This is an optimization exercise on Yosys and OpenROAD, whose aim is small area, a short achievable clock period and few clock cycles per item, not a production implementation. RTL that was checked went through simulation tests only; none was proved equivalent to the original.

== before ==
==> module booth_multiplier, before the edit <==
module booth_multiplier(
	input			clk,
	input			rst_n,
	input [32:0]	data1,
	input [32:0]	data2,
	input			valid_i,
	output			ready_o,
	input			ready_i,
	output			valid_o,
	output [63:0] 	res
);
	reg			va, vs, vr;
	reg			nrdy, vo;
	reg [32:0]	na1, s1, s2;
	reg [16:0]	na_one, na_two;
	reg [15:0]	a_neg;
	reg [63:0]	r;
	wire [63:0]	prod;
	wire		r_free = ~vr | ready_i;
	wire		a_load = r_free | ~va;
	wire		acc = valid_i & ~vs;
	assign ready_o = ~nrdy;
	assign valid_o = vo;
	assign res = r;
	wire [32:0]	b_in = vs ? s2 : data2;
	wire [34:0]	b_ext = {1'b0, b_in, 1'b0};
	wire [16:0]	e_one, e_two;
	wire [15:0]	e_neg;
	genvar j;
	generate
		for (j = 0; j < 17; j = j + 1) begin : enc
			assign e_one[j] = b_ext[2*j+1] ^ b_ext[2*j];
			assign e_two[j] = (b_ext[2*j+2] & ~b_ext[2*j+1] & ~b_ext[2*j]) |
			                  (~b_ext[2*j+2] & b_ext[2*j+1] & b_ext[2*j]);
			if (j < 16) begin : n
				assign e_neg[j] = b_ext[2*j+2];
			end
		end
	endgenerate
	always @(posedge clk or negedge rst_n) begin
		if (!rst_n) begin
			va <= 1'b0;
			vs <= 1'b0;
			vr <= 1'b0;
			nrdy <= 1'b0;
			vo <= 1'b0;
		end else begin
			if (r_free)
				vr <= va;
			vo <= va | (vr & ~ready_i);
			if (a_load)
				va <= vs | acc;
			if (vs)
				vs <= ~r_free;
			else
				vs <= acc & ~a_load;
			nrdy <= vr & ~ready_i & (vs | (valid_i & va));
		end
	end
	always @(posedge clk) begin
		if (a_load) begin
			na1 <= ~(vs ? s1 : data1);
			na_one <= ~e_one;
			na_two <= ~e_two;
			a_neg <= e_neg;
		end
		if (~vs) begin
			s1 <= data1;
			s2 <= data2;
		end
		if (r_free)
			r <= prod;
	end
	mul33 u_mul (.na(na1), .none(na_one), .ntwo(na_two), .neg(a_neg), .p(prod));
endmodule
export LEC_CHECK = 0
export ABC_AREA = 1
export CAP_MARGIN = 20
export CELL_PAD_IN_SITES_DETAIL_PLACEMENT = 2
export CELL_PAD_IN_SITES_GLOBAL_PLACEMENT = 2
export CORE_MARGIN = 2
export CORE_UTILIZATION = 30
export CTS_CLUSTER_DIAMETER = 100
export CTS_CLUSTER_SIZE = 24
export PLACE_DENSITY = 0.5
export SLEW_MARGIN = 20
export SYNTH_HIERARCHICAL = 1
export SYNTH_MINIMUM_KEEP_SIZE = 0
create_clock -name core_clock -period 32.0 [get_ports {clk}]
standard.sh (not shown) runs the stock make flow with config.mk's settings and CLKGATE_MAP_FILE= SYNTH_SCRIPT=/design/flow/synth_recipe.tcl, a recipe that flattens the netlist after the stock synthesis.
==> flow/flow/run.sh <==
#!/bin/bash
# The standard layout (standard.sh) with extra ORFS make variables:
#  - port buffers use a plain buffer cell (buf_2) instead of the default choice
#  - flow/extra.txt, if present, holds one more VAR=VALUE per line
set -euo pipefail
ARGS=("BUFFER_PORTS_ARGS=-buffer_cell sky130_fd_sc_hd__buf_2")
if [[ -f flow/extra.txt ]]; then
  while read -r line; do [[ -n "$line" ]] && ARGS+=("$line"); done < flow/extra.txt
fi
bash standard.sh "${ARGS[@]}" finish > make.log 2>&1
Testbench counts of before, summed over its fixed seeds: cycles 2,064, items 2,048.
diff inputs: before => after
diff --git a/flow/design.v b/flow/design.v
--- a/flow/design.v
+++ b/flow/design.v
@@ -42,22 +42,26 @@
 			va <= 1'b0;
 			vs <= 1'b0;
 			vr <= 1'b0;
 			nrdy <= 1'b0;
 			vo <= 1'b0;
 		end else begin
-			if (r_free)
+			if (r_free) begin
 				vr <= va;
-			vo <= va | (vr & ~ready_i);
+				vo <= va;
+			end
 			if (a_load)
 				va <= vs | acc;
 			if (vs)
 				vs <= ~r_free;
 			else
 				vs <= acc & ~a_load;
-			nrdy <= vr & ~ready_i & (vs | (valid_i & va));
+			if (nrdy)
+				nrdy <= ~r_free;
+			else
+				nrdy <= acc & ~a_load;
 		end
 	end
 	always @(posedge clk) begin
 		if (a_load) begin
 			na1 <= ~(vs ? s1 : data1);
 			na_one <= ~e_one;
Results
after vs before: largest fanout of any net on the critical path up. [after] final period demand of the worst path rose 0.0030 ns relative to before. Utilization after layout delta (before -> after): insignificant. Of before and after, the run reporting the higher first-pass GRT wire length was after. Fraction of registers with async set or reset after synthesis was lower in the run labelled after. Setup slack in after is smaller than in before. Changes observed in after relative to before: wire length held, design area held, sequential share of layout area held, post-route antenna net violation count held. Lower number of sequential cells in the layout among before and after: after.
For after, only the layout was checked, not whether the RTL still works.

* * *

booth_multiplier again, from the RTL that the note above started with.
Settings: LEC_CHECK=0, ABC_AREA=1, CAP_MARGIN=20, CELL_PAD_IN_SITES_DETAIL_PLACEMENT=2, CELL_PAD_IN_SITES_GLOBAL_PLACEMENT=2, CORE_MARGIN=2, CORE_UTILIZATION=50, CTS_CLUSTER_DIAMETER=100, CTS_CLUSTER_SIZE=24, PLACE_DENSITY=0.65, SLEW_MARGIN=20, SYNTH_HIERARCHICAL=1, SYNTH_MINIMUM_KEEP_SIZE=0; clock period 32.0 ns.
Scripts as last shown in full above: flow/flow/run.sh
Testbench counts at the start, summed over its fixed seeds: cycles 2,064, items 2,048.
==> next run, changes <==
--- a/flow/design.v
+++ b/flow/design.v
@@ -6,42 +6,25 @@
 	input			valid_i,
 	output			ready_o,
 	input			ready_i,
 	output			valid_o,
 	output [63:0] 	res
 );
 	reg			va, vs, vr;
 	reg			nrdy, vo;
-	reg [32:0]	na1, s1, s2;
-	reg [16:0]	na_one, na_two;
-	reg [15:0]	a_neg;
+	reg [32:0]	na1, a2, s1, s2;
 	reg [63:0]	r;
 	wire [63:0]	prod;
 	wire		r_free = ~vr | ready_i;
 	wire		a_load = r_free | ~va;
 	wire		acc = valid_i & ~vs;
 	assign ready_o = ~nrdy;
 	assign valid_o = vo;
 	assign res = r;
-	wire [32:0]	b_in = vs ? s2 : data2;
-	wire [34:0]	b_ext = {1'b0, b_in, 1'b0};
-	wire [16:0]	e_one, e_two;
-	wire [15:0]	e_neg;
-	genvar j;
-	generate
-		for (j = 0; j < 17; j = j + 1) begin : enc
-			assign e_one[j] = b_ext[2*j+1] ^ b_ext[2*j];
-			assign e_two[j] = (b_ext[2*j+2] & ~b_ext[2*j+1] & ~b_ext[2*j]) |
-			                  (~b_ext[2*j+2] & b_ext[2*j+1] & b_ext[2*j]);
-			if (j < 16) begin : n
-				assign e_neg[j] = b_ext[2*j+2];
-			end
-		end
-	endgenerate
 	always @(posedge clk or negedge rst_n) begin
 		if (!rst_n) begin
 			va <= 1'b0;
 			vs <= 1'b0;
 			vr <= 1'b0;
 			nrdy <= 1'b0;
 			vo <= 1'b0;
 		end else begin
@@ -55,30 +38,41 @@
 			else
 				vs <= acc & ~a_load;
 			nrdy <= vr & ~ready_i & (vs | (valid_i & va));
 		end
 	end
 	always @(posedge clk) begin
 		if (a_load) begin
 			na1 <= ~(vs ? s1 : data1);
-			na_one <= ~e_one;
-			na_two <= ~e_two;
-			a_neg <= e_neg;
+			a2 <= vs ? s2 : data2;
 		end
 		if (~vs) begin
 			s1 <= data1;
 			s2 <= data2;
 		end
 		if (r_free)
 			r <= prod;
 	end
-	mul33 u_mul (.na(na1), .none(na_one), .ntwo(na_two), .neg(a_neg), .p(prod));
+	mul33 u_mul (.na(na1), .b(a2), .p(prod));
 endmodule
-module mul33 (input [32:0] na, input [16:0] none, input [16:0] ntwo, input [15:0] neg, output [63:0] p);
+module mul33 (input [32:0] na, input [32:0] b, output [63:0] p);
+wire [34:0] b_ext = {1'b0, b, 1'b0};
+wire [16:0] none, ntwo;
+wire [15:0] neg;
+genvar j;
+generate
+for (j = 0; j < 17; j = j + 1) begin : enc
+assign none[j] = ~(b_ext[2*j+1] ^ b_ext[2*j]);
+assign ntwo[j] = ~((b_ext[2*j+2] & ~b_ext[2*j+1] & ~b_ext[2*j]) | (~b_ext[2*j+2] & b_ext[2*j+1] & b_ext[2*j]));
+if (j < 16) begin : n
+assign neg[j] = b_ext[2*j+2];
+end
+end
+endgenerate
 wire pp0_0;
 wire pp0_1;
 wire pp0_2;
 wire pp0_3;
 wire pp0_4;
 wire pp0_5;
 wire pp0_6;
 wire pp0_7;
What happened:
- non-clock buffer count does not change
- hold slack gets worse by 0.033 ns
- die area went down by 3.4%
- wire length fell by 1.5%
- design area goes down by 2.9%
- setup slack got worse by 1.3 ns
- clock-buffer cell count is lower by 2
- synthesized area came out lower by 3.5%
No functional check of the RTL was part of the second run of this note.

-- separate check: timing with driven ports --
The results above use ideal ports. As a check the final layouts listed here were re-extracted and re-timed, cells and wires unchanged.
Step 1 sets driving cells, clkbuf_16 on the clock port and buf_2 on the other inputs (assumed; they add their load-dependent delay and slew).
Step 2 adds t to the input delays and takes it off the output delays; t is the mean of the earliest and latest rising clock arrival at the registers after step 1. Input paths then give back, and output paths get back, about the clock's delay inside the block.
Three values: no drivers, after step 1, after step 2; two values: the first two.
| run | t, ns | setup slack, ns | pins driven straight from the clock port |
|---|---|---|---|
| before | 0.657 | 24.433 / 24.361 / 24.298 | 1 |
| after | 0.641 | 24.430 / 24.361 / 24.058 | 1 |
| the first run of note 2 | 0.654 | 24.392 / 24.327 / 24.133 | 1 |
| the second run of note 2 | 0.610 | 23.096 / 23.096 / 23.096 | 1 |
After both steps every run listed still meets setup and hold. For after, which loses most, drivers alone change the setup slack by -0.069 ns; drivers and shift together by -0.372 ns.
